Background: an optimization exercise with open tools, aiming at small area and a short achievable clock period. Do not read the settings as production practice. In this exercise RTL edits were held to simulation tests only and were not proved equivalent to the original.

==> design/flow/design.v <==
module vector_alu (
    input  logic        clk,
    input  logic        rst_n,
    input  logic [15:0] in_data,
    input  logic        in_valid,
    output logic        in_ready,
    output logic [15:0] y,
    output logic [9:0]  y_lo,
    output logic        y_neg,
    output logic        y_valid,
    input  logic        enable_bn
);
    localparam logic [1:0] IDLE = 2'd0, LOAD_PARAMS = 2'd1, PROCESS = 2'd2, FINISH = 2'd3;
    logic [1:0]  current_state, next_state;
    logic [3:0]  load_count;
    logic        params_loaded;
    logic [15:0] bn_gamma, bn_beta, w4;
    logic [31:0] bn_g;      
    logic [31:0] bn_m;      
    logic        loading, take;
    logic        processing_valid;
    assign loading  = (current_state == LOAD_PARAMS);
    assign take     = (current_state == PROCESS) && in_valid;
    assign in_ready = (current_state != FINISH);
    always_comb begin
        next_state = current_state;
        case (current_state)
            IDLE:        if (in_valid) next_state = LOAD_PARAMS;
            LOAD_PARAMS: if (params_loaded) next_state = PROCESS;
            PROCESS:     if (!in_valid) next_state = FINISH;
            default: begin
                if (in_valid) next_state = PROCESS;
                else if (!y_valid) next_state = IDLE;
            end
        endcase
    end
    logic cnt3, take_w0, take_w4, op_g, op_m;
    assign cnt3    = loading && (load_count == 4'd3);
    assign take_w0 = loading && in_valid && (load_count == 4'd4);
    assign take_w4 = loading && in_valid && (load_count == 4'd8);
    always_ff @(posedge clk or negedge rst_n) begin
        if (!rst_n) begin
            current_state    <= IDLE;
            load_count       <= '0;
            params_loaded    <= 1'b0;
            w4               <= '0;
            processing_valid <= 1'b0;
            y_valid          <= 1'b0;
            op_g             <= 1'b0;
            op_m             <= 1'b0;
        end else begin
            current_state <= next_state;
            if (loading && in_valid && load_count != 4'd9)
                load_count <= load_count + 4'd1;
            if (take_w4)
                w4 <= in_data;
            if (load_count[3])
                params_loaded <= 1'b1;
            if (next_state == IDLE) begin
                load_count    <= '0;
                params_loaded <= 1'b0;
            end
            processing_valid <= take;
            y_valid          <= processing_valid;
            op_g             <= cnt3 || take_w4;
            op_m             <= take_w0;
        end
    end
    always_ff @(posedge clk) begin
        if (loading && in_valid) begin
            if (load_count == 4'd2) bn_gamma   <= in_data;
            if (load_count == 4'd3) bn_beta    <= in_data;
        end
    end
    logic [16:0] xs;
    logic [18:0] xe;
    logic [8:0]  b_one, b_two, b_neg;
    logic [31:0] bb_q, mt, prod, p_q;
    logic        bn_q, bn2_q;
    always_comb begin
        if (cnt3)         xs = {w4[15], w4};
        else if (take_w0) xs = {1'b0, bn_m[15:0]};
        else              xs = {in_data[15], in_data};
    end
    assign xe = {xs[16], xs, 1'b0};
    always_ff @(posedge clk) begin
        for (int j = 0; j < 9; j++) begin
            b_one[j] <= xe[2*j+1] ^ xe[2*j];
            b_two[j] <= (xe[2*j+2] & ~xe[2*j+1] & ~xe[2*j]) | (~xe[2*j+2] & xe[2*j+1] & xe[2*j]);
            b_neg[j] <= xe[2*j+2];
        end
        if (cnt3 || take_w0 || take_w4) bb_q <= {16'd0, bn_gamma};
        else if (enable_bn)             bb_q <= op_g ? prod : bn_g;
        else                            bb_q <= {{16{w4[15]}}, w4};
        bn_q <= take && enable_bn;
    end
    logic [8:0][31:0] rows;
    logic [31:0]      negs;
    for (genvar j = 0; j < 9; j++) begin : g_rows
        assign rows[j] = ((({32{b_one[j]}} & bb_q) | ({32{b_two[j]}} & (bb_q << 1)))
                          ^ {32{b_neg[j]}}) << (2 * j);
        assign negs[2*j]   = b_neg[j];
        assign negs[2*j+1] = 1'b0;
    end
    assign negs[31:18] = '0;
    logic [31:0] bt;
    assign mt   = bn_q ? bn_m : 32'd0;
    assign bt   = bn_q ? {8'd0, bn_beta, 8'd0} : 32'd0;
    assign prod = rows[0] + rows[1] + rows[2] + rows[3] + rows[4] + rows[5] + rows[6]
                + rows[7] + rows[8] + negs - mt + bt;
    always_ff @(posedge clk) begin
        if (op_g) bn_g <= prod;
        if (op_m) bn_m <= prod;
        else if (loading && in_valid && load_count == 4'd0) bn_m[15:0] <= in_data;
        p_q   <= prod;
        bn2_q <= bn_q;
    end
    logic        bn_sat, conv_ovf;
    assign bn_sat   = (|p_q[31:23]) | (p_q[23:8] < bn_beta);
    assign conv_ovf = ~((&p_q[31:15]) | ~(|p_q[31:15]));
    assign y_lo  = bn2_q ? p_q[17:8] : p_q[9:0];
    assign y_neg = !bn2_q && p_q[31];
    always_comb begin
        if (bn2_q)
            y = bn_sat ? 16'h7fff : {1'b0, p_q[22:8]};
        else if (conv_ovf)
            y = p_q[31] ? 16'h8000 : 16'h7fff;
        else
            y = p_q[15:0];
    end
endmodule
module activation_unit (
    input  logic        clk,
    input  logic        rst_n,
    input  logic [15:0] in_data,
    input  logic [9:0]  in_lo,       
    input  logic        in_neg,      
    input  logic        in_valid,
    output logic [15:0] out_data,
    output logic        out_valid,
    input  logic        use_relu
);
    logic signed [15:0] y;
    assign y = $signed(in_data);
    logic n, mid, hi;
    assign n   = y[15];
    assign mid = (y >= -16'sd767) && (y <= 16'sd768);
    assign hi  = (y >= 16'sd769) && (y <= 16'sd31999);
    logic [9:0]  a;
    logic        m;
    logic [20:0] sq, s;
    assign a = in_lo;
    assign m = in_neg;
    logic [9:0][20:0] sqrow;
    for (genvar i = 0; i < 10; i++) begin : g_sq
        assign sqrow[i] = ({20'd0, a[i]} << (2 * i)) | ((a[i] ? {11'd0, a >> (i + 1)} : 21'd0) << (2 * i + 2));
    end
    assign sq = sqrow[0] + sqrow[1] + sqrow[2] + sqrow[3] + sqrow[4]
              + sqrow[5] + sqrow[6] + sqrow[7] + sqrow[8] + sqrow[9];
    assign s = sq + ({11'd0, a} << 9) + ({11'd0, a} << 8)
             - (m ? ({11'd0, a} << 11) : 21'd0) + {1'b0, m, 19'd0};
    logic [16:0] d1, d2;
    logic [15:0] q_hi;
    assign d1   = {1'b0, in_data} - 17'd10923;
    assign d2   = {1'b0, in_data} - 17'd21846;
    assign q_hi = !d2[16] ? d2[15:0] : !d1[16] ? d1[15:0] : in_data;
    logic [11:0] w;
    assign w = s[20:9];
    localparam logic [12:0] EVEN = 13'b0_0101_0101_0101;
    logic [12:0] t0a, t0b, t1a, t1b, t2a, t2b;
    assign t0a = {1'b0, w} & EVEN;
    assign t0b = {1'b0, w} & ~EVEN;
    assign t1a = (~t0b & ~t0a & (t0a >> 1)) | (t0a & ~(t0b >> 1) & ~(t0a >> 1)) | (t0b & (t0b >> 1));
    assign t1b = (~t0b & ~t0a & (t0b >> 1)) | (t0b & ~(t0b >> 1) & ~(t0a >> 1)) | (t0a & (t0a >> 1));
    assign t2a = (~t1b & ~t1a & (t1a >> 2)) | (t1a & ~(t1b >> 2) & ~(t1a >> 2)) | (t1b & (t1b >> 2));
    assign t2b = (~t1b & ~t1a & (t1b >> 2)) | (t1b & ~(t1b >> 2) & ~(t1a >> 2)) | (t1a & (t1a >> 2));
    logic [11:1] t2a_q, t2b_q;      
    logic [9:0]  w_q;
    logic [15:0] v_q;
    logic        msel_q, n_q;
    always_ff @(posedge clk) begin
        t2a_q  <= t2a[11:1];
        t2b_q  <= t2b[11:1];
        w_q    <= w[9:0];
        n_q    <= m;
        msel_q <= !use_relu && mid;
        v_q    <= use_relu ? (n ? 16'd0 : in_data) : (hi ? q_hi : 16'd0);
    end
    always_ff @(posedge clk or negedge rst_n) begin
        if (!rst_n) out_valid <= 1'b0;
        else        out_valid <= in_valid;
    end
    logic [12:0] t3a, t3b, t4a, t4b;
    logic [9:0]  d3;
    logic [12:0] t2ar, t2br;
    assign t2ar = {1'b0, t2a_q, 1'b0};
    assign t2br = {1'b0, t2b_q, 1'b0};
    assign t3a = (~t2br & ~t2ar & (t2ar >> 4)) | (t2ar & ~(t2br >> 4) & ~(t2ar >> 4)) | (t2br & (t2br >> 4));
    assign t3b = (~t2br & ~t2ar & (t2br >> 4)) | (t2br & ~(t2br >> 4) & ~(t2ar >> 4)) | (t2ar & (t2ar >> 4));
    assign t4a = (~t3b & ~t3a & (t3a >> 8)) | (t3a & ~(t3b >> 8) & ~(t3a >> 8)) | (t3b & (t3b >> 8));
    assign t4b = (~t3b & ~t3a & (t3b >> 8)) | (t3b & ~(t3b >> 8) & ~(t3a >> 8)) | (t3a & (t3a >> 8));
    for (genvar i = 0; i < 10; i++) begin : g_d3
        if (i % 2) begin : g_even      
            assign d3[i] = t4b[i+1] | (t4a[i+1] & w_q[i]);
        end else begin : g_odd
            assign d3[i] = t4a[i+1] | (t4b[i+1] & w_q[i]);
        end
    end
    assign out_data = msel_q ? {n_q ? 6'h0a : 6'h00, n_q ? 2'b10 : d3[9:8], d3[7:0]} : v_q;
endmodule
module conv_bn_act #(
    parameter DATA_WIDTH = 16
)(
    input  logic                  clk,
    input  logic                  rst_n,
    input  logic [DATA_WIDTH-1:0] in_data,
    input  logic                  in_valid,
    output logic                  in_ready,
    output logic [DATA_WIDTH-1:0] out_data,
    output logic                  out_valid,
    input  logic                  enable_bn,
    input  logic                  use_relu          
);
    logic [15:0] valu_y;
    logic [9:0]  valu_y_lo;
    logic        valu_y_neg;
    logic        valu_y_valid;
    vector_alu valu_inst (
        .clk      (clk),
        .rst_n    (rst_n),
        .in_data  (in_data),
        .in_valid (in_valid),
        .in_ready (in_ready),
        .y        (valu_y),
        .y_lo     (valu_y_lo),
        .y_neg    (valu_y_neg),
        .y_valid  (valu_y_valid),
        .enable_bn(enable_bn)
    );
    activation_unit act_inst (
        .clk      (clk),
        .rst_n    (rst_n),
        .in_data  (valu_y),
        .in_lo    (valu_y_lo),
        .in_neg   (valu_y_neg),
        .in_valid (valu_y_valid),
        .out_data (out_data),
        .out_valid(out_valid),
        .use_relu (use_relu)
    );
endmodule
==> design/flow/flow/run.sh <==
#!/bin/bash
# Standard synthesis, then inverters around full adders folded into the adders'
# polarity (flow/invfold.py), then the standard layout from floorplan on, with
# timing repair aiming at a setup slack of SETUP_SLACK_MARGIN.
set -euo pipefail
export SETUP_SLACK_MARGIN=11.8
here=$(pwd)
bash standard.sh synth > "$here/synth.log" 2>&1
R=orfs/results/${FLOW_PLATFORM}/conv_bn_act/base
cp "$R/1_2_yosys.v" "$here/1_2_yosys.std.v"
python3 flow/invfold.py "$here/1_2_yosys.std.v" "$R/1_2_yosys.v" > "$here/invfold.log" 2>&1
rm -f "$R/1_synth.odb" "$R/1_synth.sdc"
bash standard.sh > "$here/layout.log" 2>&1
==> design/flow/flow/invfold.py <==
#!/usr/bin/env python3
"""Remove inverters around sky130 full adders by flipping adder polarity.

A full adder is self-dual: inverting its three inputs inverts both outputs.
When flipping an adder lets more inverters go than it needs, the adder is
flipped. usage: invfold.py IN.v OUT.v
"""
import re, sys, collections

src = open(sys.argv[1]).read()
cell_re = re.compile(r'^\s*(sky130_fd_sc_hd__\w+)\s+(\S+)\s*\((.*?)\);\n', re.S | re.M)
pin_re = re.compile(r'\.(\w+)\(([^()]*)\)')
OUTS = {'X', 'Y', 'Q', 'Q_N', 'SUM', 'COUT', 'HI', 'LO'}

cells = collections.OrderedDict()
first = None
last = None
for m in cell_re.finditer(src):
    if first is None:
        first = m.start()
    last = m.end()
    cells[m.group(2)] = {'type': m.group(1),
                         'pins': collections.OrderedDict((p, n.strip()) for p, n in pin_re.findall(m.group(3)))}
head = src[:first]
# drop attribute lines just before the first cell
head = re.sub(r'(\s*\(\*[^\n]*\*\)\s*)+$', '\n', head)
tail = src[last:]
tail = tail[tail.index('endmodule'):]
body_between = src[first:last]
assert 'assign' not in body_between

ports = set()
for m in re.finditer(r'^\s*(input|output)\s+(?:\[[^\]]*\]\s*)?(\S+);', head, re.M):
    ports.add(m.group(2))
def is_port(n):
    return n.split('[')[0].strip() in ports or n.startswith("1'") 

drv = {}
loads = collections.defaultdict(set)
def index(name):
    c = cells[name]
    for p, n in c['pins'].items():
        if p in OUTS:
            drv[n] = (name, p)
        else:
            loads[n].add((name, p))
def unindex(name):
    c = cells[name]
    for p, n in c['pins'].items():
        if p in OUTS:
            if drv.get(n) == (name, p):
                del drv[n]
        else:
            loads[n].discard((name, p))
for name in cells:
    index(name)

def is_inv(name):
    return cells[name]['type'].startswith('sky130_fd_sc_hd__inv_')

newid = [0]
def fresh_net():
    newid[0] += 1
    return '_ifold_n%d_' % newid[0]
def fresh_cell():
    newid[0] += 1
    return '_ifold_c%d_' % newid[0]
new_wires = []

def inv_of(n):
    """an existing inverter whose input is n, or None"""
    for (c, p) in loads[n]:
        if is_inv(c) and p == 'A':
            return c
    return None

def plan(fa):
    """gain of flipping adder fa"""
    c = cells[fa]
    gain = 0
    freed = collections.Counter()
    need = set()
    for p in ('A', 'B', 'CIN'):
        n = c['pins'][p]
        d = drv.get(n)
        if d and is_inv(d[0]):
            freed[d[0]] += 1
        elif inv_of(n) is None:
            need.add(n)
    for j, k in freed.items():
        # inverter j goes if all its loads are pins of this adder
        if len(loads[cells[j]['pins']['Y']]) == k and not is_port(cells[j]['pins']['Y']):
            gain += 1
    gain -= len(need)
    for p in ('SUM', 'COUT'):
        o = c['pins'][p]
        invs = [cc for (cc, pp) in loads[o] if is_inv(cc) and pp == 'A']
        others = [x for x in loads[o] if not (is_inv(x[0]) and x[1] == 'A')]
        if is_port(o):
            others.append(('port', ''))
        gain += len(invs)
        if others:
            gain -= 1
        if sum(1 for j in invs if is_port(cells[j]['pins']['Y'])) > 1:
            return -99
    return gain

def add_inv(a, y):
    name = fresh_cell()
    cells[name] = {'type': 'sky130_fd_sc_hd__inv_1', 'pins': collections.OrderedDict([('A', a), ('Y', y)])}
    index(name)
    return name

def rename_loads(old, new):
    for (cc, pp) in list(loads[old]):
        unindex(cc)
        cells[cc]['pins'][pp] = new
        index(cc)

def remove_cell(name):
    unindex(name)
    del cells[name]

def flip(fa):
    c = cells[fa]
    # inputs
    for p in ('A', 'B', 'CIN'):
        n = c['pins'][p]
        d = drv.get(n)
        if d and is_inv(d[0]):
            z = cells[d[0]]['pins']['A']
        else:
            j = inv_of(n)
            if j is None:
                z = fresh_net(); new_wires.append(z)
                add_inv(n, z)
            else:
                z = cells[j]['pins']['Y']
        unindex(fa); c['pins'][p] = z; index(fa)
        if d and is_inv(d[0]) and not loads[n] and not is_port(n):
            remove_cell(d[0])
    # outputs
    for p in ('SUM', 'COUT'):
        o = c['pins'][p]
        invs = [cc for (cc, pp) in loads[o] if is_inv(cc) and pp == 'A']
        invs.sort(key=lambda j: not is_port(cells[j]['pins']['Y']))
        if invs:
            w = cells[invs[0]]['pins']['Y']
            for j in invs:
                wj = cells[j]['pins']['Y']
                remove_cell(j)
                if wj != w:
                    rename_loads(wj, w)
            target = w
        else:
            target = fresh_net(); new_wires.append(target)
        unindex(fa); c['pins'][p] = target; index(fa)
        if loads[o] or is_port(o):
            add_inv(target, o)

changed = True
total = 0
while changed:
    changed = False
    for fa in list(cells):
        if fa in cells and cells[fa]['type'].startswith('sky130_fd_sc_hd__fa_'):
            g = plan(fa)
            if g > 0:
                flip(fa)
                total += g
                changed = True

out = [head.rstrip('\n') + '\n']
for w in new_wires:
    out.append('  wire %s;\n' % w)
for name, c in cells.items():
    pins = ',\n'.join('    .%s(%s)' % (p, n if not n.startswith('\\') else n + ' ') for p, n in c['pins'].items())
    nm = name if not name.startswith('\\') else name
    out.append('  %s %s (\n%s\n  );\n' % (c['type'], nm, pins))
out.append(tail)
open(sys.argv[2], 'w').write(''.join(out))
ninv = sum(1 for c in cells.values() if c['type'].startswith('sky130_fd_sc_hd__inv_'))
print('invfold: removed %d inverters net, %d inverters left' % (total, ninv), file=sys.stderr)
==> design/flow/standard.sh <==
#!/bin/bash
# synth_recipe.tcl (not shown) runs the flow's synth.tcl, then flattens the netlist and writes it again
# the make line also repeats each setting of config.mk as NAME=value (left out here)
make -C /OpenROAD-flow-scripts/flow DESIGN_CONFIG=/design/flow/config.mk WORK_HOME=/design/flow/orfs CLKGATE_MAP_FILE= SYNTH_SCRIPT=/design/flow/synth_recipe.tcl "${@:-finish}"
==> design/flow/config.mk <==
export PLATFORM = sky130hd
export DESIGN_NAME = conv_bn_act
export DESIGN_NICKNAME = conv_bn_act
export VERILOG_FILES = /design/flow/design.v
export SDC_FILE = /design/flow/constraint.sdc
export NUM_CORES = 4
export LEC_CHECK = 0
export CAP_MARGIN = 20
export CORE_MARGIN = 2
export CORE_UTILIZATION = 40
export SLEW_MARGIN = 20
==> design/flow/constraint.sdc <==
create_clock -name core_clock -period 18.0 [get_ports {clk}]
set_input_delay 3.6000 -clock core_clock [delete_from_list [all_inputs] [get_ports {clk}]]
set_output_delay 3.6000 -clock core_clock [all_outputs]
set_load 0.01 [all_outputs]
==> results.json <==
{
  "fillers": 5653,
  "syn_inst": 2446,
  "vias": 18452,
  "final_period_minus_worst_setup_slack_ns": 6.13,
  "drtPass1Iterations": 5,
  "clock-skew-final_ns": 0.0649,
  "finalHoldViolations": 0,
  "max_cap_viol": 0,
  "wl_met2_um": 32900,
  "crit_path_start_kind": "flip-flop",
  "hpwlAfterDp_um": 51600,
  "chipHeight_um": 250,
  "io_buffer_count": 38,
  "end_kind": "output port",
  "critical_path.startpoint": "act_inst.t2b_q[1]",
  "synthToLayoutAreaGrowth_pct": 11.1,
  "timing.fmax_ghz": 0.163,
  "grt_setup_unrepaired": "yes",
  "grt_first_pass_wirelength_um": 107000,
  "ant_nets": 0,
  "area_of_the_multi_input_gates_mm2": 0.0171,
  "cell_area_after_synthesis_mm2": 0.0242,
  "wirelength_met1_um": 30600,
  "setup_violations": 0,
  "syn_area_per_cell_um2": 9.89,
  "top_layer": "met5",
  "layout_worst_path_cycle_share": 0.340,
  "post_route_cells_drive_above_1_share": 0.125,
  "worst-setup-path-type": "reg2out",
  "num_rows": 90,
  "post_drt_wl_per_cell_um": 21.6,
  "num_clock_sinks": 265,
  "area_of_the_die_mm2": 0.0625,
  "syn-num-nets": 2875,
  "clock_path_buffers": 3,
  "antenna-diode-count": 0,
  "max_stage_delay_ns": 0.45,
  "timing.critical_path.cells": "inv_1 -> nand2_1 -> o21ai_0 -> a22o_1 -> a21oi_1 -> o21ai_1 -> a2111oi_4 -> a21oi_1 -> clkbuf_2",
  "source_to_sink_clock_delay_at_the_later_pin_of_the_worst_skew_pair_ns": 0.62,
  "hold_wc_startpoint": "valu_inst.processing_valid",
  "cp_num_buf_inv": 2,
  "finalMaxSlewViolations": 0,
  "outcome": "no timing/DRC/antenna violations",
  "critPathRequiredTime_ns": 14.40,
  "post-route-drc-count": 0,
  "post_drt_via_cell_ratio": 5.73,
  "htree_levels": 1,
  "crit_slowest_cell": "sky130_fd_sc_hd__a2111oi_4",
  "detail_route.wirelength_um": 69700,
  "maximum_number_of_pins_on_one_net_before_global_route_repair": 50,
  "cts_tree": "done",
  "rr_startpoint": "valu_inst.b_one[0]",
  "vias_in_the_first_global_route": 18748,
  "critical_path.most_common_cell": "sky130_fd_sc_hd__a21oi_1",
  "crit_arrival_ns": 2.53,
  "gpl.final_weighted_congestion": 0.922,
  "dieWidth_um": 250,
  "synth-warning-count": 2,
  "cts_root_buf": "sky130_fd_sc_hd__clkbuf_16",
  "num_io_pins": 39,
  "ff_latch_area_mm2": 0.00623,
  "grt_overflow": 0,
  "crit_path_max_fanout": 6,
  "final_net_count": 2846,
  "cts.clk_slew.worst_paths_ns": 0.06,
  "start_util": 0.403,
  "tns_ns": 0,
  "drt_first_iter_violations": 1254,
  "hold_path.class": "reg2reg",
  "cts_buffers": 30,
  "worst_pin_slew_ns": 0.935,
  "slew-limit-headroom": 0.376,
  "placeableCoreArea_mm2": 0.0600,
  "initial_antenna_violation_count": 2,
  "crit_family": "compound AO/OA/AOI/OAI gates",
  "grt_util_all_layers": 0.216,
  "route.met3.wl_um": 4280
}
## worst register-to-register path: stages (launching register included)
cell                      delay [ns]
sky130_fd_sc_hd__dfxtp_4        0.40
sky130_fd_sc_hd__buf_12         0.16
sky130_fd_sc_hd__a22oi_1        0.22
sky130_fd_sc_hd__xnor2_1        0.13
sky130_fd_sc_hd__fa_1           0.58
sky130_fd_sc_hd__fa_1           0.44
sky130_fd_sc_hd__fa_1           0.51
sky130_fd_sc_hd__fa_1           0.43
sky130_fd_sc_hd__fa_1           0.51
sky130_fd_sc_hd__ha_2           0.30
sky130_fd_sc_hd__a21o_1         0.19
sky130_fd_sc_hd__a21o_1         0.18
sky130_fd_sc_hd__a21o_1         0.17
sky130_fd_sc_hd__a21o_1         0.17
sky130_fd_sc_hd__a21o_1         0.19
sky130_fd_sc_hd__a211o_1        0.35
sky130_fd_sc_hd__a41oi_2        0.18
sky130_fd_sc_hd__nor2b_2        0.19
sky130_fd_sc_hd__xnor2_1        0.10
sky130_fd_sc_hd__mux2_2         0.29
sky130_fd_sc_hd__o21ba_2        0.19
## final timing paths
| path | end | slack, ns | cells after the start |
|---|---|---|---|
| setup reg to reg | valu_inst.bb_q[28] | 11.97 | 20 |
| hold reg to reg | valu_inst.y_valid | 0.35 | 0 |
| max in group asynchronous | valu_inst.w4[14] | 14.22 | 2 |
| min in group asynchronous | valu_inst.w4[10] | 3.37 | 2 |
| hold / removal | valu_inst.y_valid | 0.35 | 0 |
| setup / recovery | out_data[0] | 11.87 | 9 |
## metal layers
metal,up-vias,GRT usage
met4,2,0.0594
met5,-,0
met2,667,0.359
met3,120,0.0267
met1,9252,0.296
li1,8411,-
## through the flow
stage	setup WS (ns)	util	cell area [µm²]	hold WS, ns	instances
finish	11.87	0.448	26900	0.353	3223
global route	11.72	0.448	26900	0.367	3223
CTS	11.75	0.438	26300	0.356	3180
detailed placement	11.25	0.417	25000	0.341	3123
global placement	11.41	0.417	25000	0.336	3123
floorplan	11.81	-	24200	0.331	2446
## flip-flops by register name, indices dropped and copies added, names as in the netlist, 10 cells and up
signal              count
valu_inst.bn_gamma     16
act_inst.t2b_q         11
act_inst.w_q           10
valu_inst.w4           16
valu_inst.bn_m         32
valu_inst.bn_beta      16
act_inst.v_q           16
act_inst.t2a_q         10
valu_inst.bb_q         32
valu_inst.p_q          32
valu_inst.bn_g         32
## layout make-up
type,instances,share of cell area
well taps,782,0.0364
inverters,149,0.0208
repair buffers,102,0.0378
clock inverters,18,0.00717
clock buffers,38,0.0314
multi-input cells,1869,0.635
flip-flops and latches,265,0.232
## cell usage in the layout (no fill, tap or decap), types with 35 or more instances in the layout
| cell | count |
|---|---|
| sky130_fd_sc_hd__fa_1 | 239 |
| sky130_fd_sc_hd__a21oi_1 | 106 |
| sky130_fd_sc_hd__a22oi_1 | 202 |
| sky130_fd_sc_hd__a21o_1 | 35 |
| sky130_fd_sc_hd__inv_1 | 144 |
| sky130_fd_sc_hd__clkbuf_16 | 36 |
| sky130_fd_sc_hd__xor2_1 | 86 |
| sky130_fd_sc_hd__and2_1 | 37 |
| sky130_fd_sc_hd__mux2i_1 | 41 |
| sky130_fd_sc_hd__buf_4 | 45 |
| sky130_fd_sc_hd__xnor2_1 | 200 |
| sky130_fd_sc_hd__mux2_2 | 67 |
| sky130_fd_sc_hd__nor2_1 | 124 |
| sky130_fd_sc_hd__clkdlybuf4s50_1 | 35 |
| sky130_fd_sc_hd__dfxtp_1 | 128 |
| sky130_fd_sc_hd__ha_1 | 166 |
| sky130_fd_sc_hd__nand2_1 | 198 |
| sky130_fd_sc_hd__edfxtp_1 | 64 |
| sky130_fd_sc_hd__o21ai_0 | 66 |
## repair_timing
action                     CTS  global route
setup endpoints to repair   54            37
hold buffers                 0             0
resized for setup           82            53
pin swaps                    1             6
setup buffers                1            39
gates cloned                 0             3

## static timing again, ports no longer ideal
How much do the figures lean on ideal ports? The routed layout below was timed once more, with nothing changed but the port constraints. Step 1 sets driving cells, clkbuf_16 on the clock port and buf_2 on the other inputs (assumed; they add their load-dependent delay and slew). Step 2 moves the port delays by t, midway between the first and last clock arrival at a register: inputs arrive t later, outputs are due t later. That takes back most of the time a late clock gives input paths. a / b / c = ideal / step 1 / step 2; a / b = the first two.
t, ns: 0.651
setup slack, ns: 11.871 / 11.810 / 11.527
hold slack, ns: 0.353 / 0.353 / 0.353
worst setup path after step 2: input to register
After both steps setup and hold are still met in this run. The setup slack of this run moves by -0.061 ns with the drivers and by -0.344 ns with both steps.
